What follows belongs to an exercise in optimizing a design on an open flow for small area; a production flow would make more cautious choices.
Where RTL was checked, it was by simulation tests only, not by an equivalence proof against the original.
Function not checked in run 7: the RTL went through the layout flow alone.
The flow treats the clock pin as an ideal source, which a real chip does not have.
Power is estimated from default activity; no workload was simulated.

===== flow/flow/downsize_clk.tcl =====
estimate_parasitics -placement
proc clk_pin_slew_max {} {
  set worst 0.0
  foreach p [get_pins -hierarchical */CLK] {
    foreach prop {slew_max_rise slew_max_fall} {
      set s [get_property $p $prop]
      if {$s > $worst} { set worst $s }
    }
  }
  return $worst
}
set slew_limit 0.112
set setup0 [sta::worst_slack_cmd max]
set hold0 [sta::worst_slack_cmd min]
puts "clock downsizing: start slew [clk_pin_slew_max] setup $setup0 hold $hold0"
set sizes {sky130_fd_sc_hd__clkbuf_1 sky130_fd_sc_hd__clkbuf_2 sky130_fd_sc_hd__clkbuf_4 sky130_fd_sc_hd__clkbuf_8 sky130_fd_sc_hd__clkbuf_16}
foreach inst [get_cells clkbuf_*_f_clk] {
  set name [get_full_name $inst]
  set orig [get_property $inst ref_name]
  set idx [lsearch $sizes $orig]
  if {$idx < 0} { continue }
  set best $orig
  for {set i [expr {$idx - 1}]} {$i >= 0} {incr i -1} {
    set cand [lindex $sizes $i]
    replace_cell $inst $cand
    estimate_parasitics -placement
    set sl [clk_pin_slew_max]
    set su [sta::worst_slack_cmd max]
    set ho [sta::worst_slack_cmd min]
    puts "clock downsizing: try $name $cand slew $sl setup $su hold $ho"
    if {$sl <= $slew_limit && $su >= -20e-12 && $ho >= 50e-12} {
      set best $cand
    } else {
      break
    }
  }
  replace_cell $inst $best
  estimate_parasitics -placement
  puts "clock downsizing: $name $orig -> $best"
}
puts "clock downsizing: end slew [clk_pin_slew_max] setup [sta::worst_slack_cmd max] hold [sta::worst_slack_cmd min]"
detailed_placement
check_placement

===== flow/config.mk =====
export PLATFORM = sky130hd
export DESIGN_NAME = firFilter
export DESIGN_NICKNAME = firFilter
export VERILOG_FILES = /design/flow/design.v
export SDC_FILE = /design/flow/constraint.sdc
export NUM_CORES = 4
export LEC_CHECK = 0
export CAP_MARGIN = 20
export CORE_MARGIN = 2
export CORE_UTILIZATION = 40
export PLACE_DENSITY = 0.9
export SLEW_MARGIN = 20
export SYNTH_HIERARCHICAL = 1
export SYNTH_MINIMUM_KEEP_SIZE = 0

===== flow/standard.sh =====
#!/bin/bash
# synth_recipe.tcl (not shown) runs the flow's synth.tcl, then flattens the netlist and writes it again
# the make line also repeats each setting of config.mk as NAME=value (left out here)
make -C /OpenROAD-flow-scripts/flow DESIGN_CONFIG=/design/flow/config.mk WORK_HOME=/design/flow/orfs CLKGATE_MAP_FILE= SYNTH_SCRIPT=/design/flow/synth_recipe.tcl "${@:-finish}"

===== flow/constraint.sdc =====
create_clock -name core_clock -period 4.0 [get_ports {clk}]
set_input_delay 0.8000 -clock core_clock [delete_from_list [all_inputs] [get_ports {clk}]]
set_output_delay 0.8000 -clock core_clock [all_outputs]
set_load 0.01 [all_outputs]

===== flow/design.v =====
module FA (
  input a,
  input b,
  input ci,
  output s,
  output co
);
  assign s = a ^ b ^ ci;
  assign co = (a & b) | (a & ci) | (b & ci);
endmodule
module HA (
  input a,
  input b,
  output s,
  output co
);
  assign s = a ^ b;
  assign co = a & b;
endmodule
module firFilter(dataOut1,r_out,dataIn1,rIn1, clk, rst, enable);
input clk,rst,enable;
output [16-1:0]dataOut1;
output r_out;
input [16-1:0]dataIn1;
input rIn1;
localparam L = 9;
reg mR;                      
reg [2:0] n;                 
reg [15:0] x, a1, o;         
reg [15:2] a2;               
wire [1:0] a2l = {d[1] ^ d[0], d[0]};
reg [13:0] d;                
reg c2, c1, co;              
always @(posedge clk) begin
  if (rst) begin
    mR <= 1'b0;
    n  <= 3'd0;
  end else if (enable) begin
    mR <= rIn1;
    n  <= {mR & n[1] & ~n[0], mR & (n[1] | n[0]), mR & ~n[1]};
  end
end
wire [15:0] s3;              
wire [15:0] k3;              
wire [15:2] a2n;
wire [15:0] a2c;             
genvar i;
generate
  for (i = 2; i <= 14; i = i + 1) begin : csa
    FA u (.a(d[i-2]), .b(x[i-1]), .ci(x[i]), .s(s3[i]), .co(k3[i+1]));
  end
endgenerate
assign s3[15] = d[13] ^ x[14] ^ x[15];
assign a2c[1] = x[1] & x[0];
HA a2h2 (.a(s3[2]), .b(a2c[1]), .s(a2n[2]), .co(a2c[2]));
generate
  for (i = 3; i < L; i = i + 1) begin : a2lo
    FA u (.a(s3[i]), .b(k3[i]), .ci(a2c[i-1]), .s(a2n[i]), .co(a2c[i]));
  end
endgenerate
HA a2hL (.a(s3[L]), .b(k3[L]), .s(a2n[L]), .co(a2c[L]));
generate
  for (i = L + 1; i <= 14; i = i + 1) begin : a2hi
    FA u (.a(s3[i]), .b(k3[i]), .ci(a2c[i-1]), .s(a2n[i]), .co(a2c[i]));
  end
endgenerate
assign a2n[15] = s3[15] ^ k3[15] ^ a2c[14];
wire [15:0] a1n;
wire [15:0] a1c;
assign a1n[0] = a2l[0];
HA a1h1 (.a(a2l[1]), .b(x[0]), .s(a1n[1]), .co(a1c[1]));
generate
  for (i = 2; i < L; i = i + 1) begin : a1lo
    FA u (.a(a2[i]), .b(x[i-1]), .ci(a1c[i-1]), .s(a1n[i]), .co(a1c[i]));
  end
endgenerate
FA a1fL (.a(a2[L]), .b(x[L-1]), .ci(c2), .s(a1n[L]), .co(a1c[L]));
generate
  for (i = L + 1; i <= 14; i = i + 1) begin : a1hi
    FA u (.a(a2[i]), .b(x[i-1]), .ci(a1c[i-1]), .s(a1n[i]), .co(a1c[i]));
  end
endgenerate
assign a1n[15] = a2[15] ^ x[14] ^ a1c[14];
wire [15:0] on;
wire [15:0] oc;
HA oh0 (.a(a1[0]), .b(x[0]), .s(on[0]), .co(oc[0]));
generate
  for (i = 1; i < L; i = i + 1) begin : olo
    FA u (.a(a1[i]), .b(x[i]), .ci(oc[i-1]), .s(on[i]), .co(oc[i]));
  end
endgenerate
FA ofL (.a(a1[L]), .b(x[L]), .ci(c1), .s(on[L]), .co(oc[L]));
generate
  for (i = L + 1; i <= 14; i = i + 1) begin : ohi
    FA u (.a(a1[i]), .b(x[i]), .ci(oc[i-1]), .s(on[i]), .co(oc[i]));
  end
endgenerate
assign on[15] = a1[15] ^ x[15] ^ oc[14];
always @(posedge clk) begin
  if (enable) begin
    x  <= dataIn1;
    d  <= x[13:0];
    a2 <= a2n;
    c2 <= a2c[L-1];
    a1 <= a1n;
    c1 <= a1c[L-1];
    o  <= on;
    co <= oc[L-1];
  end
end
wire [15:0] inc;             
assign inc[L] = co;
generate
  for (i = L; i <= 14; i = i + 1) begin : oinc
    HA u (.a(o[i]), .b(inc[i]), .s(dataOut1[i]), .co(inc[i+1]));
  end
endgenerate
assign dataOut1[15] = o[15] ^ inc[15];
assign dataOut1[L-1:0] = o[L-1:0];
assign r_out = n[2];
endmodule

===== flow/flow/run.sh =====
#!/bin/bash
# The standard layout, with three changes: the smallest buffer (buf_1) on
# every input and output port, no dummy loads in the clock tree, and the clock
# tree's leaf buffers downsized where the flip-flop clock-pin slew allows.
set -euo pipefail
export BUFFER_PORTS_ARGS="-buffer_cell sky130_fd_sc_hd__buf_1"
export CTS_ARGS="-sink_clustering_enable -repair_clock_nets -dont_use_dummy_load"
export POST_CTS_TCL="$(pwd)/flow/downsize_clk.tcl"
bash standard.sh finish > standard_finish.log 2>&1

==> results of run 1 <==
## kinds of logic (layout without fill, tap and decap cells)
group | count (synthesis) | after routing
AND/OR/NAND/NOR | 8 | 8
buffers and inverters | 9 | 54
adder cells (fa/ha/maj) | 61 | 61
XOR/XNOR | 9 | 9
flip-flops | 83 | 83
AO/OA/AOI/OAI | 3 | 3
multiplexers | 1 | 1
## sequential cells by signal, summed over array words and instances, names as in the netlist
name,flops
d,14
n,3
o,16
co,1
mR,1
a1,16
c1,1
x,16
c2,1
a2,14
## Yosys cell counts
cell type   n  area [um^2]
xnor2_1     5         43.8
dfxtp_1     4         80.1
xnor3_1     1         22.5
nor3_1      1         5.00
xor2_1      3         26.3
a21oi_1     3         15.0
buf_4       9         67.6
edfxtp_1   79         2370
fa_1       51         1020
nor2_1      1         3.75
nand4b_1    1         8.76
and2_1      1         6.26
nand2b_1    2         12.5
mux2i_1     1         10.0
nand3b_1    1         7.51
nor2b_1     1         6.26
ha_1       10          125
## Yosys stat by module (local to each module, per instance)
module,cell area [um^2],flip-flops and latches,copies in the design
FA,20.0,0,51
HA,12.5,0,10
firFilter,2690,83,1
## worst max path at each step
stage	startpoint	end	slack (ns)
after detailed placement	x[0]$_DFFE_PP_	o[8]$_DFFE_PP_	-0.08
after global placement	x[0]$_DFFE_PP_	o[8]$_DFFE_PP_	0.05
after floorplan	x[0]$_DFFE_PP_	o[8]$_DFFE_PP_	0.07
after global routing	x[1]$_DFFE_PP_	a2[8]$_DFFE_PP_	0.03
final	x[1]$_DFFE_PP_	a2[8]$_DFFE_PP_	0.11
## metrics by stage
stage	setup slack (ns)	utilization (%)	total power, mW	hold WS, ns	area [um^2]
5_1_grt	0.0269	45.7	2.47	0.534	4250
6_report	0.111	45.7	2.29	0.485	4250
3_3_place_gp	0.0478	44.2	1.86	0.462	4100
2_1_floorplan	0.0684	-	1.76	0.447	3830
3_5_place_dp	-0.0759	44.2	1.93	0.478	4100
## where the power goes
group          internal (mW)  leakage [nW]  switching (mW)  total (mW)
clock network          0.149        0.0518           0.239       0.388
logic                  0.257         0.606           0.277       0.534
registers               1.25         0.806           0.111        1.36
## layout make-up
| class | count | area (um^2) | share of cell area, % |
|---|---|---|---|
| sequential | 83 | 2450 | 57.7 |
| multi-input combinational | 82 | 1330 | 31.4 |
| timing repair buffer | 45 | 206 | 4.86 |
| tap | 129 | 161 | 3.80 |
| clock buffer | 9 | 92.6 | 2.18 |
## tightest hold or removal path: stages, from the launching register on
cell and delay [ns]:
dfxtp_1 0.33, nand2b_1 0.06, a21oi_1 0.06
## layer usage
metal / vias up / global-route usage, %
li1: 704 / -
met5: - / 0
met3: 6 / 2.46
met2: 32 / 16.8
met1: 804 / 15.1
met4: 0 / 4.92
==> results.yml, run 1 <==
outcome:
  status: "complete, no violations"
worst_setup_path:
  critPathLaunchType: "flop"
  r2r_slack_ns: 0.11
  worstPathRequired_ns: 4.07
  cp_data_arrival_time_ns: 3.96
  crit_path_cell_trace: "buf_4, fa_1, ha_1, fa_1, fa_2, fa_1, fa_1, fa_1, fa_1"
  path_class: "reg -> reg"
  cp-end-kind: "flop"
  critPathTopFamily: "adder cells"
  ff2ff_path_depth: 9
  cpMaxStageDelayCell: "fa_1"
  cp.depth: 9
  critPathMaxStageDelay_ns: 0.45
  r2r-start: "x[1]$_DFFE_PP_"
  worstPathMaxFanout: 2
  timing.rr.end: "a2[8]$_DFFE_PP_"
  crit_buf_inv: 1
  critPathMostFrequentCell: "fa_1"
clocking:
  clock_latency_ns: 0.34
  cts.sink_count: 83
  tritoncts: "done"
  clk_pin_slew_ns: 0.10
pwr:
  power_density_nw_per_um2: 538
  p_leak_nw: 1.46
  vdd_drop_max_uv: 211
global_route:
  grt_pass1_vias: 1718
  antenna_found_initial: 0
  globalRouteOverflowTotal: 0
  grt_max_degree: 87
  track_usage_pct: 10.9
  grt_pass1_wl_um: 8300
timing:
  rsz0062_at_grt: "no"
  finalSetupTns_ns: 0
  fmax_ghz: 0.257
  max_slew.worst_pin.slew_ns: 1.05
  finalCritPeriodShare_pct: 97.2
  setup_viol: 0
  relSlewSlack_pct: 30.3
  final-hold-violation-count: 0
  min_period_ns: 3.89
  maxSlewViolCount: 0
  fin_skew_ns: 0.0324
floorplanning:
  io-pin-count: 37
  fp-row-count: 35
  core_region_area_um2: 9280
  die_area_um2: 10400
  initial_utilization_pct: 41.3
  die_h_um: 102
  die_w_um: 102
synthesis:
  synth-seq-cells: 83
  syn_avg_cell_area_um2: 22.0
  synth_xor_area_share_pct: 2.42
  synth_compound_area_share_pct: 0.392
  seq_area_frac_synth_pct: 64.0
  synth_cell_type_count: 17
  synthesis.area_um2: 3830
  synthMuxAreaShare_pct: 0.261
  synth_top_family_by_area: "adder cells"
  yosysWarnings: 7
  yosys.area_share.simple_pct: 1.31
  synth_adder_area_share_pct: 29.9
  syn_nets: 255
  syn_inst: 174
routing:
  drc: 0
  ant_nets: 0
  drtPass1Iterations: 4
  dr_wl_met3_um: 165
  met1Wirelength_um: 2230
  avgRoutedWirePerCell_um: 14.2
  wl_met2_um: 2490
  viasPerCell: 4.44
  drt_wl_total_um: 4950
  dr_total_vias: 1546
  dr.max_layer_used: "met4"
  drtIter0Drc: 102
finish:
  drive_gt1_share_pct: 12.3
  diodes: 0
  final_common_cell: "edfxtp_1"
  finalNonFillerCells: 348
  final_cell_mix: "edfxtp_1, fa_1, buf_1, ha_1, buf_4"
  nets: 302
  area_growth_syn_to_layout_pct: 10.8
  nFillCells: 818
flow_run:
  drv_cap: 0
min_path:
  hp-start: "n[2]$_SDFFE_PP0P_"
  hold_path_depth: 2
  hp-class: "reg -> reg"
  holdPathEnd: "n[2]$_SDFFE_PP0P_"
placement:
  dp_cells: 335
  io_buffers: 36
  routabilityCongestion: 0.739
  dp_hpwl_um: 3600
==> run 2, diff against run 1 <==
--- a/flow/config.mk
+++ b/flow/config.mk
@@ -7,8 +7,8 @@
 export LEC_CHECK = 0
 export CAP_MARGIN = 20
 export CORE_MARGIN = 2
-export CORE_UTILIZATION = 40
-export PLACE_DENSITY = 0.9
+export CORE_UTILIZATION = 60
+export PLACE_DENSITY = 0.75
 export SLEW_MARGIN = 20
 export SYNTH_HIERARCHICAL = 1
 export SYNTH_MINIMUM_KEEP_SIZE = 0
==> run 2 against run 1 <==
Net effect: still clean; non-clock buffer count down 1; area after synthesis is the same; wire length increased by 2.4%; first-iteration DRC count is 44% lower; sequential cell count unchanged; total power rose by 0.47%; clock power barely moved; worst setup slack better by 0.026 ns; maximum frequency rose by 0.67%; cell area down 1.9%; register-to-register slack better by 0.03 ns; via count rose by 1.2%.
==> results.yml, run 2 <==
timing:
  setup_viol: 0
  max_slew.worst_pin.slew_ns: 0.426
  fmax_ghz: 0.259
  relSlewSlack_pct: 71.6
  rsz0062_at_grt: "no"
  fin_skew_ns: 0.0404
  finalCritPeriodShare_pct: 96.6
  finalSetupTns_ns: 0
  maxSlewViolCount: 0
  min_period_ns: 3.86
  whs_ns: 0.509
  final-hold-violation-count: 0
synthesis:
  synthesis.area_um2: 3830
  post-synth-top-area-fraction_pct: 61.9
  synthFlopType: "edfxtp_1"
  syn_inst: 174
  synth_largest_area_cell: "edfxtp_1"
  synth-seq-cells: 83
  synth_edf_count: 79
  syn_nets: 255
  synth_cell_type_count: 17
  synth.most_common_cell: "edfxtp_1"
  synthTopCellsByArea: "edfxtp_1, fa_1, ha_1"
  syn_avg_cell_area_um2: 22.0
  ys_top_cells_by_count: "edfxtp_1, fa_1, ha_1"
  yosysWarnings: 7
  seq_area_frac_synth_pct: 64.0
  async_reset_ff_share_pct: 0
worst_setup_path:
  worstPathMaxFanout: 2
  ff2ff_path_depth: 9
  r2r-start: "x[0]$_DFFE_PP_"
  worstPathRequired_ns: 4.09
  critPathMostFrequentCell: "fa_1"
  critPathMaxStageDelay_ns: 0.44
  cp-end-kind: "flop"
  cpMaxStageDelayCell: "fa_1"
  critPathLaunchType: "flop"
  critPathTopFamily: "adder cells"
  cp_data_arrival_time_ns: 3.96
  timing.rr.end: "o[8]$_DFFE_PP_"
  crit_path_cell_trace: "ha_1, fa_2, fa_2, fa_2, fa_1, fa_1, fa_1, fa_1, fa_1"
  path_class: "reg -> reg"
  r2r_slack_ns: 0.14
  crit_buf_inv: 0
placement:
  io_buffers: 36
  routabilityCongestion: 0.730
  dp_hpwl_um: 3820
pwr:
  power_density_nw_per_um2: 551
  p_leak_nw: 1.46
  p_total_mw: 2.30
  vdd_drop_max_uv: 310
finish:
  multi_input_area_um2: 1330
  seqCellArea_um2: 2450
  diodes: 0
  final_common_cell: "edfxtp_1"
  nets: 301
  nFillCells: 437
  final_cell_mix: "edfxtp_1, fa_1, buf_1, ha_1, buf_4"
  drive_gt1_share_pct: 10.6
  largestRegisters: "a1 x16, o x16, x x16"
  area_growth_syn_to_layout_pct: 8.68
clocking:
  tritoncts: "done"
  cts.sink_count: 83
  clock_latency_ns: 0.35
  clk_pin_slew_ns: 0.10
routing:
  dr.max_layer_used: "met4"
  met1Wirelength_um: 1990
  drt_wl_total_um: 5070
  dr_wl_met3_um: 195
  drtIter0Drc: 57
  ant_nets: 0
  dr_total_vias: 1564
  avgRoutedWirePerCell_um: 17.2
  drc: 0
  viasPerCell: 5.30
  drtPass1Iterations: 4
  wl_met2_um: 2820
global_route:
  grt_pass1_vias: 1836
  antenna_found_initial: 0
  grt_max_degree: 35
  track_usage_pct: 17.5
  grt_pass1_wl_um: 8960
  globalRouteOverflowTotal: 0
floorplanning:
  die_h_um: 83.9
  fp-row-count: 29
  io-pin-count: 37
  initial_utilization_pct: 61.1
  die_w_um: 83.9
  die_area_um2: 7050
  core_region_area_um2: 6280
min_path:
  hp-start: "n[0]$_SDFFE_PP0P_"
  hp-class: "reg -> reg"
  hold_path_depth: 2
  holdPathEnd: "n[0]$_SDFFE_PP0P_"
outcome:
  status: "complete, no violations"
flow_run:
  drv_cap: 0
==> run 2: changes by cell type in the layout (fill, tap and decap cells not counted) <==
cell and change:
clkbuf_4 +1, fa_2 -3, buf_4 -2, fa_1 +3
==> run 2: kinds of logic (layout without fill, tap and decap cells) <==
logic type / after synthesis / in the layout / synth area share [%]
buffers and inverters: 9 / 53 / 1.76
muxes: 1 / 1 / 0.261
adders and majority gates: 61 / 61 / 29.9
AOI/OAI and AO/OA: 3 / 3 / 0.392
xor gates and xnor gates: 9 / 9 / 2.42
and+or+nand+nor: 8 / 8 / 1.31
DFF: 83 / 83 / 64.0
==> run 2: report_power, final <==
| part | switching, mW | leakage (nW) | internal, mW |
|---|---|---|---|
| sequential | 0.112 | 0.806 | 1.25 |
| combinational | 0.284 | 0.604 | 0.260 |
| clock | 0.239 | 0.0518 | 0.149 |
==> run 2: through the flow <==
| stage | instances | cell area (um^2) | util (%) | worst slack, ns |
|---|---|---|---|---|
| 2_1_floorplan | 174 | 3830 | - | 0.0684 |
| 5_1_grt | 295 | 4170 | 66.4 | 0.0279 |
| 3_5_place_dp | 286 | 4060 | 64.7 | -0.0965 |
| 6_report | 295 | 4170 | 66.4 | 0.137 |
| 3_3_place_gp | 286 | 4060 | 64.7 | 0.0184 |
==> run 2: metal layers <==
layer  up-vias  global-route usage [%]
met5         -                       0
met1       824                    21.7
met2        30                    29.0
li1        704                       -
met3         6                    6.53
met4         0                    5.28
==> run 2: worst reg2reg max path, stage by stage (launching register included) <==
cell      delay [ns]
edfxtp_1        0.39
ha_1            0.21
fa_2            0.35
fa_2            0.35
fa_2            0.35
fa_1            0.38
fa_1            0.40
fa_1            0.39
fa_1            0.39
fa_1            0.44
==> run 2: worst max-delay path by stage <==
stage	startpoint	endpoint	slack (ns)	cells past startpoint
final	x[0]$_DFFE_PP_	o[8]$_DFFE_PP_	0.14	9
after global routing	d[0]$_DFFE_PP_	a1[8]$_DFFE_PP_	0.03	9
after detailed placement	x[0]$_DFFE_PP_	o[8]$_DFFE_PP_	-0.1	9
after global placement	x[0]$_DFFE_PP_	o[8]$_DFFE_PP_	0.02	9
after floorplan	x[0]$_DFFE_PP_	o[8]$_DFFE_PP_	0.07	9
==> run 2: layout make-up <==
| type | count | share of cell area [%] |
|---|---|---|
| sequential | 83 | 58.9 |
| multi-input combinational | 82 | 31.8 |
| timing repair buffer | 44 | 4.77 |
| tap | 77 | 2.31 |
| clock buffer | 9 | 2.22 |
==> run 2: modules after synthesis (local to each module, per instance) <==
module,copies in the design,flip-flops and latches
FA,51,0
HA,10,0
firFilter,1,83
==> run 3, diff against run 2 <==
--- a/flow/flow/run.sh
+++ b/flow/flow/run.sh
@@ -6,4 +6,5 @@
 export BUFFER_PORTS_ARGS="-buffer_cell sky130_fd_sc_hd__buf_1"
 export CTS_ARGS="-sink_clustering_enable -repair_clock_nets -dont_use_dummy_load"
 export POST_CTS_TCL="$(pwd)/flow/downsize_clk.tcl"
+export SETUP_MOVE_SEQUENCE="unbuffer,sizeup,swap"
 bash standard.sh finish > standard_finish.log 2>&1
--- a/flow/config.mk
+++ b/flow/config.mk
@@ -7,7 +7,7 @@
 export LEC_CHECK = 0
 export CAP_MARGIN = 20
 export CORE_MARGIN = 2
-export CORE_UTILIZATION = 60
+export CORE_UTILIZATION = 40
 export PLACE_DENSITY = 0.75
 export SLEW_MARGIN = 20
 export SYNTH_HIERARCHICAL = 1
==> run 3 against run 2 <==
Net effect: cell count increased by 17%; sequential power hardly changed; non-clock buffer count down 3; core utilization is 21 points lower; count of clock-buffer cells in the layout is the same; largest power group unchanged; critical path depth is the same; maximum frequency down 0.13%.
==> results.yml, run 3 <==
outcome:
  status: "complete, no violations"
global_route:
  track_usage_pct: 10.3
  grt_pass1_vias: 1658
  antenna_found_initial: 0
  globalRouteOverflowTotal: 0
  grt_pass1_wl_um: 7830
  grt_max_degree: 87
pwr:
  clkPwrFrac_pct: 17.4
  seq_power_share_pct: 59.8
  power_density_nw_per_um2: 540
  p_leak_nw: 1.45
  p_comb_share_pct: 22.8
  p_sw_share_pct: 27.2
  vdd_drop_max_uv: 178
  p_int_mw: 1.66
  p_total_mw: 2.27
  switchingPower_mw: 0.620
floorplanning:
  die_w_um: 102
  fp-row-count: 35
  io-pin-count: 37
  core_region_area_um2: 9280
  die_h_um: 102
  initial_utilization_pct: 41.3
  die_area_um2: 10400
worst_setup_path:
  cp-end-kind: "flop"
  cp_data_arrival_time_ns: 3.98
  critPathMostFrequentCell: "fa_1"
  critPathLaunchType: "flop"
  path_class: "reg -> reg"
  cpMaxStageDelayCell: "fa_1"
  worstPathRequired_ns: 4.11
  crit_path_cell_trace: "ha_1, fa_1, fa_2, fa_2, fa_2, fa_1, fa_1, fa_1, fa_1"
  worstPathMaxFanout: 2
  critPathMaxStageDelay_ns: 0.42
  critPathTopFamily: "adder cells"
  crit_buf_inv: 0
synthesis:
  synth-seq-cells: 83
  async_reset_ff_share_pct: 0
  synthTopCellsByArea: "edfxtp_1, fa_1, ha_1"
  seq_area_frac_synth_pct: 64.0
  synth.most_common_cell: "edfxtp_1"
  syn_avg_cell_area_um2: 22.0
  yosysWarnings: 7
  post-synth-top-area-fraction_pct: 61.9
  synthFlopType: "edfxtp_1"
  syn_nets: 255
  synthesis.area_um2: 3830
  syn_inst: 174
  synth_largest_area_cell: "edfxtp_1"
  ys_top_cells_by_count: "edfxtp_1, fa_1, ha_1"
  synth_cell_type_count: 17
  synth_edf_count: 79
timing:
  fin_skew_ns: 0.0372
  setup_viol: 0
  final-hold-violation-count: 0
  whs_ns: 0.485
  maxSlewViolCount: 0
  setup_ws_ns: 0.132
  rsz0062_at_grt: "no"
  fmax_ghz: 0.259
  max_slew.worst_pin.slew_ns: 1.05
  relSlewSlack_pct: 29.7
  finalCritPeriodShare_pct: 96.7
  min_period_ns: 3.87
finish:
  final_area_um2: 4210
  diodes: 0
  largestRegisters: "a1 x16, o x16, x x16"
  drive_gt1_share_pct: 9.30
  postLayoutCoreUtil_pct: 45.4
  nets: 298
  final_common_cell: "edfxtp_1"
  area_growth_syn_to_layout_pct: 9.89
  final_cell_mix: "edfxtp_1, fa_1, buf_1, ha_1, buf_4"
routing:
  ant_nets: 0
  drtIter0Drc: 67
  dr_total_vias: 1534
  avgRoutedWirePerCell_um: 13.3
  viasPerCell: 4.46
  drt_wl_total_um: 4570
  drc: 0
  drtPass1Iterations: 4
min_path:
  hp-class: "reg -> reg"
clocking:
  tritoncts: "done"
  cts.sink_count: 83
  clk_pin_slew_ns: 0.10
  clock_latency_ns: 0.35
placement:
  placed_cell_area_um2: 4100
  routabilityCongestion: 0.713
  dpl_worst_slack_ns: -0.00872
  io_buffers: 36
  dp_hpwl_um: 3300
flow_run:
  drv_cap: 0
run 3: modules after synthesis (local to each module, per instance):
module,flip-flops and latches,times used
firFilter,83,1
HA,0,10
FA,0,51
run 3: cells by family (layout without fill, tap and decap cells):
kind of cell / after synthesis / after routing / synth area share, %
xor gates and xnor gates: 9 / 9 / 2.42
buffers and inverters: 9 / 50 / 1.76
and+or+nand+nor: 8 / 8 / 1.31
DFF: 83 / 83 / 64.0
adders and majority gates: 61 / 61 / 29.9
AOI/OAI and AO/OA: 3 / 3 / 0.392
muxes: 1 / 1 / 0.261
run 3: worst paths after layout:
check / start / to / slack, ns / cells after the start
max: x[0]$_DFFE_PP_ / o[8]$_DFFE_PP_ / 0.13 / 9
min: n[2]$_SDFFE_PP0P_ / n[2]$_SDFFE_PP0P_ / 0.49 / 2
min reg2reg: n[2]$_SDFFE_PP0P_ / n[2]$_SDFFE_PP0P_ / 0.49 / 2
max reg2reg: x[0]$_DFFE_PP_ / o[8]$_DFFE_PP_ / 0.13 / 9
run 3: power groups by stage:
stage          clock (mW)  combinational, mW  sequential (mW)
6_report            0.396              0.519             1.36
5_1_grt             0.452              0.616             1.39
3_5_place_dp            0              0.535             1.39
3_3_place_gp            0              0.485             1.38
2_1_floorplan           0              0.396             1.37
run 3: per-layer routing:
| metal | global-route usage (%) | vias up | share of wire (%) |
|---|---|---|---|
| li1 | - | 693 | - |
| met1 | 14.1 | 800 | 46 |
| met2 | 15.2 | 33 | 48 |
| met3 | 2.67 | 8 | 3.5 |
| met4 | 6.15 | 0 | 2.6 |
| met5 | 0 | - | 0 |
run 3: area by class of cell:
| class | instances | area [um^2] |
|---|---|---|
| clock buffer | 9 | 96.3 |
| fill | 845 | 5070 |
| multi-input combinational | 82 | 1330 |
| sequential | 83 | 2450 |
| tap | 129 | 161 |
| timing repair buffer | 41 | 176 |
run 3: worst min-delay path, delay by kind of cell, from the launching register on:
kind / cells / cell delay (ns)
compound gates: 1 / 0.06
flops: 1 / 0.31
simple gates: 1 / 0.07
run 3: metrics by stage:
step,TNS (ns),instances
3_5_place_dp,-0.00872,335
5_1_grt,0,344
2_1_floorplan,0,174
6_report,0,344
3_3_place_gp,0,335
==> run 4, diff against run 3 <==
--- a/flow/flow/run.sh
+++ b/flow/flow/run.sh
@@ -7,4 +7,5 @@
 export CTS_ARGS="-sink_clustering_enable -repair_clock_nets -dont_use_dummy_load"
 export POST_CTS_TCL="$(pwd)/flow/downsize_clk.tcl"
 export SETUP_MOVE_SEQUENCE="unbuffer,sizeup,swap"
+export GPL_KEEP_OVERFLOW=0
 bash standard.sh finish > standard_finish.log 2>&1
==> run 4 against run 3 <==
Net effect: still clean; core utilization up 0.11 points; sequential share of layout area down 0.14 points; maximum frequency down 0.99%; highest routed layer unchanged.
==> results.yml, run 4 <==
outcome:
  status: "complete, no violations"
worst_setup_path:
  cp_data_arrival_time_ns: 4.01
  path_class: "reg -> reg"
  critPathTopFamily: "adder cells"
  crit_buf_inv: 0
  critPathLaunchType: "flop"
  r2r_slack_ns: 0.09
  worstPathMaxFanout: 4
  cp-end-kind: "flop"
  critPathMaxStageDelay_ns: 0.45
  worstPathRequired_ns: 4.10
  cpMaxStageDelayCell: "edfxtp_1"
  crit_path_cell_trace: "ha_2, fa_1, fa_2, fa_2, fa_2, fa_2, fa_1, fa_1, fa_1"
floorplanning:
  fp-row-count: 35
  core_region_area_um2: 9280
  die_h_um: 102
  die_area_um2: 10400
  io-pin-count: 37
  die_w_um: 102
  initial_utilization_pct: 41.3
min_path:
  hp-class: "reg -> reg"
synthesis:
  synth_cell_type_count: 17
  syn_nets: 255
  ys_top_cells_by_count: "edfxtp_1, fa_1, ha_1"
  synth_compound_area_share_pct: 0.392
  synth_top_family_by_area: "adder cells"
  synth_xor_area_share_pct: 2.42
  synthTopCellsByArea: "edfxtp_1, fa_1, ha_1"
  async_reset_ff_share_pct: 0
  yosysWarnings: 7
  seq_area_frac_synth_pct: 64.0
  synthMuxAreaShare_pct: 0.261
  yosys.area_share.simple_pct: 1.31
  syn_avg_cell_area_um2: 22.0
  synth.most_common_cell: "edfxtp_1"
  synth_edf_count: 79
  synthFlopType: "edfxtp_1"
  synthesis.area_um2: 3830
  syn_inst: 174
  synth_largest_area_cell: "edfxtp_1"
  post-synth-top-area-fraction_pct: 61.9
  synth_adder_area_share_pct: 29.9
  synth-seq-cells: 83
finish:
  drive_gt1_share_pct: 9.43
  diodes: 0
  final_cell_mix: "edfxtp_1, fa_1, buf_1, ha_1, fa_2"
  seqCellArea_um2: 2450
  nFillCells: 831
  final_area_um2: 4220
  nets: 295
  multi_input_area_um2: 1330
  largestRegisters: "a1 x16, o x16, x x16"
  final_common_cell: "edfxtp_1"
  area_growth_syn_to_layout_pct: 10.2
  finalNonFillerCells: 341
timing:
  min_period_ns: 3.91
  finalCritPeriodShare_pct: 97.7
  relSlewSlack_pct: 68.2
  setup_viol: 0
  setup_ws_ns: 0.0934
  fin_skew_ns: 0.0280
  maxSlewViolCount: 0
  max_slew.worst_pin.slew_ns: 0.478
  final-hold-violation-count: 0
  fmax_ghz: 0.256
routing:
  drc: 0
  ant_nets: 0
  viasPerCell: 4.46
  avgRoutedWirePerCell_um: 14.4
  dr_total_vias: 1521
  drtPass1Iterations: 4
  drtIter0Drc: 41
  drt_wl_total_um: 4900
pwr:
  power_density_nw_per_um2: 544
  vdd_drop_max_uv: 184
  p_leak_nw: 1.44
  p_total_mw: 2.30
global_route:
  globalRouteOverflowTotal: 0
  track_usage_pct: 11.0
  grt_pass1_vias: 1752
  antenna_found_initial: 0
  grt_max_degree: 38
  grt_pass1_wl_um: 8330
clocking:
  clock_latency_ns: 0.35
  tritoncts: "done"
  cts.sink_count: 83
  clk_pin_slew_ns: 0.10
placement:
  dp_cells: 332
  dpl_worst_slack_ns: -0.102
  routabilityCongestion: 0.695
  dp_hpwl_um: 3670
  io_buffers: 36
  placed_cell_area_um2: 4100
flow_run:
  drv_cap: 0
## run 4: cell counts after synthesis
No cell type changed its count.
## run 4: path summary, 6_finish.rpt
check               startpoint                 to  cells after the start
min reg2reg  n[2]$_SDFFE_PP0P_  n[2]$_SDFFE_PP0P_                      2
max reg2reg     x[0]$_DFFE_PP_     o[8]$_DFFE_PP_                      9
min          n[2]$_SDFFE_PP0P_  n[2]$_SDFFE_PP0P_                      2
max             x[0]$_DFFE_PP_     o[8]$_DFFE_PP_                      9
## run 4: kinds of logic after synthesis
family                   count (synthesis)
flip-flops                              83
multiplexers                             1
XOR/XNOR                                 9
AND/OR/NAND/NOR                          8
adder cells (fa/ha/maj)                 61
AO/OA/AOI/OAI                            3
buffers and inverters                    9
## run 4: modules after synthesis, one instance, submodules excluded
module     cells inside  area, um^2  times used
FA                    1        20.0          51
HA                    1        12.5          10
firFilter           113        2690           1
## run 4: final cells by class
class | instances | area share [%]
multi-input cells | 82 | 31.6
repair buffers | 38 | 4.18
flip-flops and latches | 83 | 58.1
clock buffers | 9 | 2.34
well taps | 129 | 3.82
## run 4: through the flow
step                      setup TNS [ns]  utilization, %  hold WS (ns)
after global placement            -32.77            43.8         0.463
after detailed placement          -0.112            44.2         0.491
after global routing            -0.00317            45.5         0.521
final                                  0            45.5         0.498
after floorplan                        0               -         0.447
## run 4: worst min-delay path, stage by stage, from the launching register on
cell      delay [ns]
dfxtp_1         0.32
nand2b_1        0.07
a21oi_1         0.06
## run 4: layer usage
| layer | GRT usage [%] | vias up | share of wire, % | routed length (um) |
|---|---|---|---|---|
| li1 | - | 689 | - | - |
| met1 | 14.1 | 794 | 44 | 2140 |
| met2 | 17.0 | 30 | 50 | 2460 |
| met3 | 3.69 | 8 | 4.6 | 227 |
| met4 | 5.23 | 0 | 1.5 | 74 |
| met5 | 0 | - | 0 | 0 |
## run 4: power breakdown
part	internal (mW)	total [mW]	switching (mW)	leakage [nW]
sequential	1.25	1.37	0.117	0.806
clock	0.159	0.402	0.242	0.0544
combinational	0.254	0.527	0.273	0.580
==> run 5, diff against run 4 <==
--- a/flow/flow/run.sh
+++ b/flow/flow/run.sh
@@ -6,6 +6,5 @@
 export BUFFER_PORTS_ARGS="-buffer_cell sky130_fd_sc_hd__buf_1"
 export CTS_ARGS="-sink_clustering_enable -repair_clock_nets -dont_use_dummy_load"
 export POST_CTS_TCL="$(pwd)/flow/downsize_clk.tcl"
-export SETUP_MOVE_SEQUENCE="unbuffer,sizeup,swap"
-export GPL_KEEP_OVERFLOW=0
+export RECOVER_POWER=100
 bash standard.sh finish > standard_finish.log 2>&1
==> run 5 against run 4 <==
Net effect: the layout now fails its checks (max-capacitance violations, max-slew violations); highest routed layer unchanged; combinational power is 2% lower; largest power group unchanged; non-clock buffer count up 6; sequential cell count did not move; register-to-register slack hardly changed; sequential share of layout area increased by 0.17 points; total power shrank 1.0%; area after synthesis unchanged; maximum frequency increased by 0.26%; clock skew is 0.0091 ns higher; sequential power is essentially flat.
==> results.yml, run 5 <==
finish:
  drive_gt1_share_pct: 7.34
  multi_input_area_um2: 1320
  final_common_cell: "edfxtp_1"
  seqCellArea_um2: 2450
  largestRegisters: "a1 x16, o x16, x x16"
  area_growth_syn_to_layout_pct: 9.82
  nets: 301
  nFillCells: 850
  final_cell_mix: "edfxtp_1, fa_1, buf_1, ha_1"
  diodes: 0
  final_area_um2: 4210
  finalNonFillerCells: 347
global_route:
  globalRouteMet3Util_pct: 2.67
  track_usage_pct: 10.4
  globalRouteOverflowTotal: 0
  grtUsageMet1_pct: 14.1
  grt_pass1_vias: 1663
  grt_max_degree: 87
  grt-busiest-layer: "met2"
  antenna_found_initial: 0
  grt_pass1_wl_um: 7850
  use_met2_pct: 15.2
synthesis:
  synthFlopType: "edfxtp_1"
  synth_compound_area_share_pct: 0.392
  async_reset_ff_share_pct: 0
  synth.most_common_cell: "edfxtp_1"
  synth_largest_area_cell: "edfxtp_1"
  seq_area_frac_synth_pct: 64.0
  yosysWarnings: 7
  synth_xor_area_share_pct: 2.42
  syn_inst: 174
  synth_adder_area_share_pct: 29.9
  syn_avg_cell_area_um2: 22.0
  syn_nets: 255
  synthesis.area_um2: 3830
  synthTopCellsByArea: "edfxtp_1, fa_1, ha_1"
  synth-seq-cells: 83
  synthMuxAreaShare_pct: 0.261
  synth_top_family_by_area: "adder cells"
  post-synth-top-area-fraction_pct: 61.9
  synth_edf_count: 79
  yosys.area_share.simple_pct: 1.31
  synth_cell_type_count: 17
  ys_top_cells_by_count: "edfxtp_1, fa_1, ha_1"
routing:
  drtPass1Iterations: 4
  dr_total_vias: 1546
  ant_nets: 0
  drtIter0Drc: 83
  drt_wl_total_um: 4610
  drc: 0
  avgRoutedWirePerCell_um: 13.3
  viasPerCell: 4.46
timing:
  relSlewSlack_pct: -36.9
  maxSlewViolCount: 87
  setup_viol: 0
  finalSetupTns_ns: 0
  final-hold-violation-count: 0
  fmax_ghz: 0.257
  rsz0062_at_grt: "no"
  finalCritPeriodShare_pct: 97.4
  setup_ws_ns: 0.103
  max_slew.worst_pin.slew_ns: 2.05
  fin_skew_ns: 0.0371
  min_period_ns: 3.90
clocking:
  cts.sink_count: 83
  clk_pin_slew_ns: 0.10
  tritoncts: "done"
  clock_latency_ns: 0.35
worst_setup_path:
  critPathMaxStageDelay_ns: 0.42
  crit_path_cell_trace: "ha_1, fa_1, fa_1, fa_2, fa_2, fa_1, fa_1, fa_1, fa_1"
  crit_buf_inv: 0
  path_class: "reg -> reg"
  critPathLaunchType: "flop"
  cp_data_arrival_time_ns: 4.00
  critPathMostFrequentCell: "fa_1"
  worstPathMaxFanout: 2
  cpMaxStageDelayCell: "fa_1"
  cp-end-kind: "flop"
  critPathTopFamily: "adder cells"
  worstPathRequired_ns: 4.11
floorplanning:
  initial_utilization_pct: 41.3
  die_w_um: 102
  fp-row-count: 35
  core_region_area_um2: 9280
  die_h_um: 102
  die_area_um2: 10400
  io-pin-count: 37
pwr:
  p_total_mw: 2.27
  p_leak_nw: 1.45
  power_density_nw_per_um2: 540
  vdd_drop_max_uv: 179
min_path:
  hp-class: "reg -> reg"
placement:
  dp_cells: 335
  dp_hpwl_um: 3300
  placed_cell_area_um2: 4100
  dpl_worst_slack_ns: -0.00872
  routabilityCongestion: 0.713
  io_buffers: 36
outcome:
  status: "finished with violations"
  so.violations: "max-capacitance violations, max-slew violations"
flow_run:
  drv_cap: 1
[run 5: power breakdown]
group	switching, mW	internal (mW)	total, mW	leakage (nW)
clock network	0.242	0.154	0.396	0.0539
registers	0.106	1.25	1.36	0.806
logic	0.271	0.246	0.518	0.592
total	0.619	1.65	2.27	1.45
[run 5: layout make-up]
cell class,instances,area share [%]
clock buffers,9,2.29
multi-input cells,82,31.3
flip-flops and latches,83,58.2
well taps,129,3.83
repair buffers,44,4.31
[run 5: per-module statistics from Yosys (local to each module, per instance)]
module / flip-flops and latches / area (um^2)
HA: 0 / 12.5
firFilter: 83 / 2690
FA: 0 / 20.0
[run 5: routing by layer]
metal	up-vias	wire, um
met5	-	0
met4	0	117
met3	8	162
met2	33	2170
met1	806	2160
li1	699	-
[run 5: final timing paths]
check                         start                 to  slack, ns  cells past startpoint
setup / recovery     x[0]$_DFFE_PP_     o[8]$_DFFE_PP_       0.10                      9
hold / removal    n[2]$_SDFFE_PP0P_  n[2]$_SDFFE_PP0P_       0.49                      2
setup reg to reg     x[0]$_DFFE_PP_     o[8]$_DFFE_PP_       0.10                      9
hold reg to reg   n[2]$_SDFFE_PP0P_  n[2]$_SDFFE_PP0P_       0.49                      2
[run 5: tightest hold or removal path, delay by kind of cell, from the launching register on]
family | cells | cell delay, ns
compound gates | 1 | 0.06
flops | 1 | 0.31
simple gates | 1 | 0.07
[run 5: cell families (layout without fill, tap and decap cells)]
kind of cell | Yosys count | count (layout)
and+or+nand+nor | 8 | 8
muxes | 1 | 1
DFF | 83 | 83
adders and majority gates | 61 | 61
xor gates and xnor gates | 9 | 9
AOI/OAI and AO/OA | 3 | 3
buffers and inverters | 9 | 53
[run 5: stage by stage]
step	hold slack, ns	utilization, %
2_1_floorplan	0.447	-
3_3_place_gp	0.463	44.2
3_5_place_dp	0.476	44.2
5_1_grt	0.505	45.4
6_report	0.486	45.4
==> run 6, diff against run 5 <==
--- a/flow/flow/run.sh
+++ b/flow/flow/run.sh
@@ -6,5 +6,4 @@
 export BUFFER_PORTS_ARGS="-buffer_cell sky130_fd_sc_hd__buf_1"
 export CTS_ARGS="-sink_clustering_enable -repair_clock_nets -dont_use_dummy_load"
 export POST_CTS_TCL="$(pwd)/flow/downsize_clk.tcl"
-export RECOVER_POWER=100
 bash standard.sh finish > standard_finish.log 2>&1
==> run 6 against run 5 <==
Net effect: cell count unchanged; clock power is essentially flat; maximum frequency is essentially flat; count of clock-buffer cells in the layout unchanged; core utilization grew 0.19 points; first-iteration DRC count shrank 1.2%; total power grew 0.18%; the run now finishes clean; highest routed layer unchanged; largest power group unchanged.
==> results.yml, run 6 <==
timing:
  max_slew.worst_pin.slew_ns: 1.05
  min_period_ns: 3.90
  relSlewSlack_pct: 30.2
  setup_ws_ns: 0.104
  finalCritPeriodShare_pct: 97.4
  rsz0062_at_grt: "no"
  maxSlewViolCount: 0
  finalSetupTns_ns: 0
  setup_viol: 0
  fmax_ghz: 0.257
  final-hold-violation-count: 0
  fin_skew_ns: 0.0347
synthesis:
  syn_nets: 255
  synth_compound_area_share_pct: 0.392
  synthMuxAreaShare_pct: 0.261
  synth.most_common_cell: "edfxtp_1"
  synth_xor_area_share_pct: 2.42
  seq_area_frac_synth_pct: 64.0
  synth_cell_type_count: 17
  syn_avg_cell_area_um2: 22.0
  synthFlopType: "edfxtp_1"
  synth_top_family_by_area: "adder cells"
  synth-seq-cells: 83
  synthesis.area_um2: 3830
  synth_largest_area_cell: "edfxtp_1"
  yosysWarnings: 7
  yosys.area_share.simple_pct: 1.31
  syn_inst: 174
  synth_adder_area_share_pct: 29.9
  synthTopCellsByArea: "edfxtp_1, fa_1, ha_1"
  async_reset_ff_share_pct: 0
  ys_top_cells_by_count: "edfxtp_1, fa_1, ha_1"
  post-synth-top-area-fraction_pct: 61.9
  synth_edf_count: 79
worst_setup_path:
  worstPathRequired_ns: 4.11
  ff2ff_path_depth: 9
  critPathLaunchType: "flop"
  cp-end-kind: "flop"
  worstSetupStartpoint: "x[0]$_DFFE_PP_"
  r2r-start: "x[0]$_DFFE_PP_"
  path_class: "reg -> reg"
  cp_data_arrival_time_ns: 4.01
  worstPathMaxFanout: 2
min_path:
  hp-start: "n[2]$_SDFFE_PP0P_"
  hold_path_depth: 2
  hp-class: "reg -> reg"
finish:
  multi_input_area_um2: 1320
  final_common_cell: "edfxtp_1"
  final_cell_mix: "edfxtp_1, fa_1, buf_1, ha_1, buf_4"
  nets: 301
  seqCellArea_um2: 2450
  largestRegisters: "a1 x16, o x16, x x16"
  nFillCells: 844
  area_growth_syn_to_layout_pct: 10.3
  drive_gt1_share_pct: 9.17
  postLayoutCoreUtil_pct: 45.5
  diodes: 0
  finalNonFillerCells: 347
clocking:
  clock_latency_ns: 0.35
  cts.sink_count: 83
  tritoncts: "done"
  clk_pin_slew_ns: 0.11
routing:
  drc: 0
  drt_wl_total_um: 4630
  viasPerCell: 4.48
  drtIter0Drc: 82
  dr_total_vias: 1554
  drtPass1Iterations: 4
  avgRoutedWirePerCell_um: 13.4
  ant_nets: 0
global_route:
  grt_pass1_wl_um: 7850
  globalRouteOverflowTotal: 0
  antenna_found_initial: 0
  track_usage_pct: 10.4
  grt_max_degree: 87
  grt_pass1_vias: 1663
placement:
  routabilityCongestion: 0.713
  io_buffers: 36
  dp_cells: 335
  dp_hpwl_um: 3300
  dpl_worst_slack_ns: -0.00872
floorplanning:
  initial_utilization_pct: 41.3
  fp-row-count: 35
  io-pin-count: 37
  die_area_um2: 10400
  die_w_um: 102
  core_region_area_um2: 9280
  die_h_um: 102
outcome:
  status: "complete, no violations"
pwr:
  vdd_drop_max_uv: 180
  power_density_nw_per_um2: 539
  p_total_mw: 2.28
  p_leak_nw: 1.47
flow_run:
  drv_cap: 0
-- run 6: critical path: stages, from the launching register on --
cell and delay, ns:
edfxtp_1 0.40, ha_1 0.21, fa_1 0.38, fa_1 0.40, fa_2 0.36, fa_2 0.34
fa_1 0.39, fa_1 0.39, fa_1 0.39, fa_1 0.42
-- run 6: layout make-up --
class / count / share of cell area (%)
flip-flops and latches: 83 / 58.0
multi-input cells: 82 / 31.2
repair buffers: 44 / 4.71
well taps: 129 / 3.82
clock buffers: 9 / 2.28
-- run 6: metal layers --
metal	wire length [um]	track usage [%]	vias to the layer above
li1	-	-	700
met1	2130	14.1	811
met2	2180	15.2	33
met3	187	2.67	10
met4	127	6.15	0
met5	0	0	-
-- run 6: worst paths after layout --
path | to | slack (ns)
setup / recovery | o[8]$_DFFE_PP_ | 0.10
hold / removal | n[2]$_SDFFE_PP0P_ | 0.49
setup reg to reg | o[8]$_DFFE_PP_ | 0.10
hold reg to reg | n[2]$_SDFFE_PP0P_ | 0.49
-- run 6: per-module statistics from Yosys (local to each module, per instance) --
module | cells | copies in the design | flops+latches | area [um^2]
FA | 1 | 51 | 0 | 20.0
firFilter | 113 | 1 | 83 | 2690
HA | 1 | 10 | 0 | 12.5
-- run 6: cell families (layout without fill, tap and decap cells) --
| kind of cell | Yosys count | in the layout |
|---|---|---|
| buffers and inverters | 9 | 53 |
| flip-flops | 83 | 83 |
| multiplexers | 1 | 1 |
| adder cells (fa/ha/maj) | 61 | 61 |
| XOR/XNOR | 9 | 9 |
| AO/OA/AOI/OAI | 3 | 3 |
| AND/OR/NAND/NOR | 8 | 8 |
-- run 6: report_power, final --
part	leakage [nW]	switching (mW)	internal, mW	total [mW]
clock network	0.0539	0.244	0.154	0.398
logic	0.607	0.272	0.249	0.521
registers	0.806	0.106	1.25	1.36
-- run 6: per-stage QoR --
| step | hold slack, ns | instance area, um^2 |
|---|---|---|
| after floorplan | 0.447 | 3830 |
| after global placement | 0.463 | 4100 |
| after detailed placement | 0.476 | 4100 |
| after global routing | 0.505 | 4230 |
| final | 0.486 | 4230 |
==> run 7, diff against run 6 <==
--- a/flow/design.v
+++ b/flow/design.v
@@ -23,7 +23,7 @@
 output r_out;
 input [16-1:0]dataIn1;
 input rIn1;
-localparam L = 9;
+localparam L = 8;
 reg mR;                      
 reg [2:0] n;                 
 reg [15:0] x, a1, o;         
==> flow/flow/run.sh (replaced) <==
#!/bin/bash
# The standard layout, with four changes: the smallest buffer (buf_1) on
# every input and output port, no dummy loads in the clock tree, the clock
# tree's leaf buffers downsized where the flip-flop clock-pin slew allows, and
# setup repair limited to resizing and pin swaps (no new buffers).
set -euo pipefail
export BUFFER_PORTS_ARGS="-buffer_cell sky130_fd_sc_hd__buf_1"
export CTS_ARGS="-sink_clustering_enable -repair_clock_nets -dont_use_dummy_load"
export POST_CTS_TCL="$(pwd)/flow/downsize_clk.tcl"
export SETUP_MOVE_SEQUENCE="unbuffer,sizeup,swap"
bash standard.sh finish > standard_finish.log 2>&1
==> run 7 against run 6 <==
Net effect: core utilization about the same; count of clock-buffer cells in the layout unchanged; register-to-register slack improved by 0.03 ns; die area increased by 0.12%; critical endpoint is now a1[15]$_DFFE_PP_; sequential power about the same; still clean on timing, DRC and antenna; clock skew increased by 0.0029 ns; sequential cell count unchanged; global-route usage increased by 0.18 points.
==> results.yml, run 7 <==
clocking:
  cts.sink_count: 83
  tritoncts: "done"
  clk_pin_slew_ns: 0.11
  clock_latency_ns: 0.35
worst_setup_path:
  worstPathMaxFanout: 3
  crit_path_cell_trace: "buf_4, fa_1, fa_1, fa_1, fa_1, fa_1, fa_1, fa_2, xnor2_2, xnor2_1"
  critPathMostFrequentCell: "fa_1"
  critPathMaxStageDelay_ns: 0.44
  cp_data_arrival_time_ns: 3.94
  worstPathRequired_ns: 4.08
  crit_buf_inv: 1
  cp-end-kind: "flop"
  critPathLaunchType: "flop"
  r2r_slack_ns: 0.14
  cpMaxStageDelayCell: "edfxtp_1"
  critPathTopFamily: "adder cells"
  path_class: "reg -> reg"
placement:
  io_buffers: 36
  routabilityCongestion: 0.730
  placed_cell_area_um2: 4120
  dp_hpwl_um: 3280
synthesis:
  yosysWarnings: 7
  syn_nets: 256
  ys_top_cells_by_count: "edfxtp_1, fa_1, ha_1"
  synth-seq-cells: 83
  post-synth-top-area-fraction_pct: 61.8
  async_reset_ff_share_pct: 0
  syn_avg_cell_area_um2: 22.1
  seq_area_frac_synth_pct: 63.9
  synthFlopType: "edfxtp_1"
  synthesis.area_um2: 3840
  synth_largest_area_cell: "edfxtp_1"
  synth_cell_type_count: 17
  synth.most_common_cell: "edfxtp_1"
  synth_edf_count: 79
  synthTopCellsByArea: "edfxtp_1, fa_1, ha_1"
  syn_inst: 174
timing:
  min_period_ns: 3.86
  fmax_ghz: 0.259
  rsz0062_at_grt: "no"
  setup_viol: 0
  maxSlewViolCount: 0
  relSlewSlack_pct: 31.2
  max_slew.worst_pin.slew_ns: 1.03
  fin_skew_ns: 0.0376
  whs_ns: 0.484
  final-hold-violation-count: 0
  finalCritPeriodShare_pct: 96.5
pwr:
  p_leak_nw: 1.46
  vdd_drop_max_uv: 240
  p_total_mw: 2.28
  power_density_nw_per_um2: 538
finish:
  multi_input_area_um2: 1350
  postLayoutCoreUtil_pct: 45.6
  area_growth_syn_to_layout_pct: 10.2
  drive_gt1_share_pct: 10.2
  nFillCells: 827
  final_common_cell: "edfxtp_1"
  largestRegisters: "a1 x16, o x16, x x16"
  seqCellArea_um2: 2450
  final_cell_mix: "edfxtp_1, fa_1, buf_1, ha_1"
  final_area_um2: 4230
  diodes: 0
  nets: 300
routing:
  ant_nets: 0
  drc: 0
  viasPerCell: 4.45
  drtIter0Drc: 123
  drt_wl_total_um: 4620
  dr_total_vias: 1535
  drtPass1Iterations: 4
  avgRoutedWirePerCell_um: 13.4
floorplanning:
  initial_utilization_pct: 41.3
  fp-row-count: 35
  core_region_area_um2: 9280
  io-pin-count: 37
  die_w_um: 102
  die_area_um2: 10400
  die_h_um: 102
global_route:
  grt_pass1_vias: 1760
  antenna_found_initial: 0
  grt_pass1_wl_um: 8130
  grt_max_degree: 87
  globalRouteOverflowTotal: 0
  track_usage_pct: 10.5
min_path:
  hp-class: "reg -> reg"
outcome:
  status: "complete, no violations"
flow_run:
  drv_cap: 0
-- run 7: cell types whose count changed after synthesis --
| cell | before | now |
|---|---|---|
| buf_4 | 9 | 8 |
| ha_1 | 10 | 11 |
-- run 7: logic make-up after synthesis --
group                      after synthesis  synth area share (%)
AOI/OAI and AO/OA                        3                 0.391
xor gates and xnor gates                 9                  2.41
adders and majority gates               62                  30.2
buffers and inverters                    8                  1.56
DFF                                     83                  63.9
muxes                                    1                 0.261
and+or+nand+nor                          8                  1.30
-- run 7: final timing paths --
| kind | startpoint | to | cells past startpoint |
|---|---|---|---|
| max | x[7]$_DFFE_PP_ | a1[15]$_DFFE_PP_ | 10 |
| min | n[2]$_SDFFE_PP0P_ | n[2]$_SDFFE_PP0P_ | 2 |
| max reg2reg | x[7]$_DFFE_PP_ | a1[15]$_DFFE_PP_ | 10 |
| min reg2reg | n[2]$_SDFFE_PP0P_ | n[2]$_SDFFE_PP0P_ | 2 |
-- run 7: metal layers --
layer  global-route usage, %  share of wire (%)  vias to the layer above  routed length, um
met2                    14.9                 46                       37               2150
met4                    5.54                1.4                        0                 64
met3                    3.35                5.5                        4                256
met1                    14.8                 47                      793               2150
li1                        -                  -                      701                  -
met5                       0                  0                        -                  0
-- run 7: through the flow --
step                      TNS (ns)  setup WS (ns)  instances
after global routing             0         0.0173        345
after floorplan                  0         0.0327        174
final                            0          0.138        345
after global placement           0         0.0508        336
after detailed placement   -0.0110        -0.0110        336
-- run 7: power breakdown --
part	switching (mW)	internal (mW)	total [mW]
Sequential	0.107	1.25	1.36
Clock	0.240	0.149	0.389
Combinational	0.272	0.257	0.529
-- run 7: cell type report --
class / instances / share of cell area, %
clock buffers: 9 / 2.19
multi-input cells: 83 / 31.9
flip-flops and latches: 83 / 58.0
well taps: 129 / 3.81
repair buffers: 41 / 4.17
-- run 7: per-module statistics from Yosys, one instance, submodules excluded --
| module | times used | cell area, um^2 |
|---|---|---|
| FA | 51 | 20.0 |
| firFilter | 1 | 2680 |
| HA | 11 | 12.5 |
-- run 7: tightest hold or removal path: cells and delay by family, from the launching register on --
kind	cells	cell delay [ns]
flops	1	0.32
simple gates	1	0.07
compound gates	1	0.06
==> run 8, diff against run 7 <==
--- a/flow/design.v
+++ b/flow/design.v
@@ -23,7 +23,7 @@
 output r_out;
 input [16-1:0]dataIn1;
 input rIn1;
-localparam L = 8;
+localparam L = 9;
 reg mR;                      
 reg [2:0] n;                 
 reg [15:0] x, a1, o;         
==> run 8 against run 7 <==
Net effect: still clean on timing, DRC and antenna; cell count down 0.29%; synthesized cell count unchanged; die area down 0.12%; combinational power down 2%; non-clock buffer count unchanged; global-route usage down 0.19 points; sequential cell count unchanged; count of clock-buffer cells in the layout unchanged; hold slack better by 0.0018 ns.
==> results.yml, run 8 <==
worst_setup_path:
  worstPathRequired_ns: 4.11
  crit_buf_inv: 0
  critPathTopFamily: "adder cells"
  r2r-start: "x[0]$_DFFE_PP_"
  critPathLaunchType: "flop"
  ff2ff_path_depth: 9
  worstPathMaxFanout: 2
  cp-end-kind: "flop"
  critPathMaxStageDelay_ns: 0.42
  critPathMostFrequentCell: "fa_1"
  crit_path_cell_trace: "ha_1, fa_1, fa_2, fa_2, fa_2, fa_1, fa_1, fa_1, fa_1"
  r2r_slack_ns: 0.13
  path_class: "reg -> reg"
  cp_data_arrival_time_ns: 3.98
  timing.rr.end: "o[8]$_DFFE_PP_"
  cpMaxStageDelayCell: "fa_1"
timing:
  max_slew.worst_pin.slew_ns: 1.05
  fin_skew_ns: 0.0372
  final-hold-violation-count: 0
  fmax_ghz: 0.259
  relSlewSlack_pct: 29.7
  maxSlewViolCount: 0
  min_period_ns: 3.87
  rsz0062_at_grt: "no"
  finalCritPeriodShare_pct: 96.7
  setup_viol: 0
min_path:
  hold_path_depth: 2
  hp-start: "n[2]$_SDFFE_PP0P_"
  hp-class: "reg -> reg"
  holdPathEnd: "n[2]$_SDFFE_PP0P_"
finish:
  diodes: 0
  final_cell_mix: "edfxtp_1, fa_1, buf_1, ha_1, buf_4"
  nets: 298
  final_area_um2: 4210
  nFillCells: 845
  seqCellArea_um2: 2450
  largestRegisters: "a1 x16, o x16, x x16"
  multi_input_area_um2: 1330
  final_common_cell: "edfxtp_1"
  postLayoutCoreUtil_pct: 45.4
  area_growth_syn_to_layout_pct: 9.89
  drive_gt1_share_pct: 9.30
synthesis:
  synth_edf_count: 79
  syn_nets: 255
  post-synth-top-area-fraction_pct: 61.9
  ys_top_cells_by_count: "edfxtp_1, fa_1, ha_1"
  yosysWarnings: 7
  synth-seq-cells: 83
  synthTopCellsByArea: "edfxtp_1, fa_1, ha_1"
  synth_largest_area_cell: "edfxtp_1"
  synth_cell_type_count: 17
  synthesis.area_um2: 3830
  synthFlopType: "edfxtp_1"
  async_reset_ff_share_pct: 0
  synth.most_common_cell: "edfxtp_1"
  syn_inst: 174
  seq_area_frac_synth_pct: 64.0
  syn_avg_cell_area_um2: 22.0
pwr:
  power_density_nw_per_um2: 540
  vdd_drop_max_uv: 178
  seq_power_share_pct: 59.8
  clkPwrFrac_pct: 17.4
  switchingPower_mw: 0.620
  p_comb_share_pct: 22.8
  p_sw_share_pct: 27.2
  p_leak_nw: 1.45
  p_int_mw: 1.66
floorplanning:
  core_region_area_um2: 9280
  initial_utilization_pct: 41.3
  die_h_um: 102
  die_area_um2: 10400
  io-pin-count: 37
  die_w_um: 102
  fp-row-count: 35
routing:
  ant_nets: 0
  met1Wirelength_um: 2110
  avgRoutedWirePerCell_um: 13.3
  drc: 0
  drtIter0Drc: 67
  dr_wl_met3_um: 162
  drtPass1Iterations: 4
  drt_wl_total_um: 4570
  viasPerCell: 4.46
  wl_met2_um: 2180
  dr_total_vias: 1534
  dr.max_layer_used: "met4"
placement:
  dp_hpwl_um: 3300
  io_buffers: 36
  placed_cell_area_um2: 4100
  routabilityCongestion: 0.713
clocking:
  cts.sink_count: 83
  clock_latency_ns: 0.35
  clk_pin_slew_ns: 0.10
  tritoncts: "done"
global_route:
  antenna_found_initial: 0
  grt_pass1_vias: 1658
  grt_max_degree: 87
  grt_pass1_wl_um: 7830
  track_usage_pct: 10.3
  globalRouteOverflowTotal: 0
outcome:
  status: "complete, no violations"
flow_run:
  drv_cap: 0
-- run 8: cell types whose count changed in the layout (fill, tap and decap cells not counted) --
| cell | previous run | this run |
|---|---|---|
| clkbuf_2 | 0 | 1 |
| clkbuf_4 | 5 | 3 |
| ha_1 | 11 | 10 |
| xnor2_1 | 4 | 5 |
| xnor2_2 | 1 | 0 |
| clkbuf_8 | 4 | 5 |
| fa_1 | 45 | 46 |
| fa_2 | 6 | 5 |
-- run 8: cell families (layout without fill, tap and decap cells) --
family	Yosys count	count (layout)	share of synthesized area (%)
AO/OA/AOI/OAI	3	3	0.392
XOR/XNOR	9	9	2.42
adder cells (fa/ha/maj)	61	61	29.9
buffers and inverters	9	50	1.76
flip-flops	83	83	64.0
multiplexers	1	1	0.261
AND/OR/NAND/NOR	8	8	1.31
-- run 8: cell type report --
class                           instances  share of cell area, %
Timing Repair Buffer                   41                   4.19
Tap cell                              129                   3.83
Multi-Input combinational cell         82                   31.5
Clock buffer                            9                   2.29
Sequential cell                        83                   58.2
-- run 8: power by group through the flow --
| stage | combinational (mW) | sequential, mW | clock (mW) |
|---|---|---|---|
| 3_5_place_dp | 0.535 | 1.39 | 0 |
| 6_report | 0.519 | 1.36 | 0.396 |
| 5_1_grt | 0.616 | 1.39 | 0.452 |
| 3_3_place_gp | 0.485 | 1.38 | 0 |
| 2_1_floorplan | 0.396 | 1.37 | 0 |
-- run 8: metal layers --
layer	up-vias	global-route usage, %
met4	0	6.15
li1	693	-
met5	-	0
met3	8	2.67
met1	800	14.1
met2	33	15.2
-- run 8: how the worst max path moves through the flow --
stage	from	endpoint	slack, ns	cells after the start
global route	d[0]$_DFFE_PP_	a1[8]$_DFFE_PP_	0.03	9
detailed placement	x[0]$_DFFE_PP_	o[8]$_DFFE_PP_	-0.009	9
finish	x[0]$_DFFE_PP_	o[8]$_DFFE_PP_	0.13	9
floorplan	x[0]$_DFFE_PP_	o[8]$_DFFE_PP_	0.07	9
global placement	x[0]$_DFFE_PP_	o[8]$_DFFE_PP_	0.03	9
-- run 8: per-stage QoR --
step / hold WS (ns) / setup WS (ns) / total power, mW / instances / setup TNS, ns
6_report: 0.485 / 0.132 / 2.27 / 344 / 0
2_1_floorplan: 0.447 / 0.0684 / 1.76 / 174 / 0
5_1_grt: 0.505 / 0.0253 / 2.46 / 344 / 0
3_3_place_gp: 0.463 / 0.0308 / 1.86 / 335 / 0
3_5_place_dp: 0.476 / -0.00872 / 1.92 / 335 / -0.00872
-- run 8: tightest hold or removal path, cell delays in order, from the launching register on --
cell      delay [ns]
dfxtp_1         0.31
nand2b_1        0.07
a21oi_1         0.06
-- run 8: modules after synthesis, one instance, submodules excluded --
module | times used | flip-flops and latches | cells
HA | 10 | 0 | 1
FA | 51 | 0 | 1
firFilter | 1 | 83 | 113

[static timing again, ports no longer ideal]
In the flow no input, the clock included, has a driving cell. The finished layouts below were timed again as built, in two steps. Step 1: set_driving_cell puts a clkbuf_16 on clk and a buf_2 on each other input, an assumption about the parent block. Step 2 adds t to the input delays and takes it off the output delays; t is the mean of the earliest and latest rising clock arrival at the registers after step 1. Input paths then give back, and output paths get back, about the clock's delay inside the block. Three values: ideal ports, drivers, drivers and shift; two values: the first two.
run	shift t [ns]	slack for setup (ns)	cell pins on the clock port's net
run 1	0.352	0.111 / 0.111 / 0.111	1
run 2	0.363	0.137 / 0.137 / 0.137	1
run 3	0.363	0.132 / 0.132 / 0.132	1
run 4	0.361	0.093 / 0.093 / 0.093	1
run 5	0.363	0.103 / 0.103 / 0.103	1
run 6	0.365	0.104 / 0.104 / 0.104	1
run 7	0.358	0.138 / 0.138 / 0.138	1
run 8	0.363	0.132 / 0.132 / 0.132	1
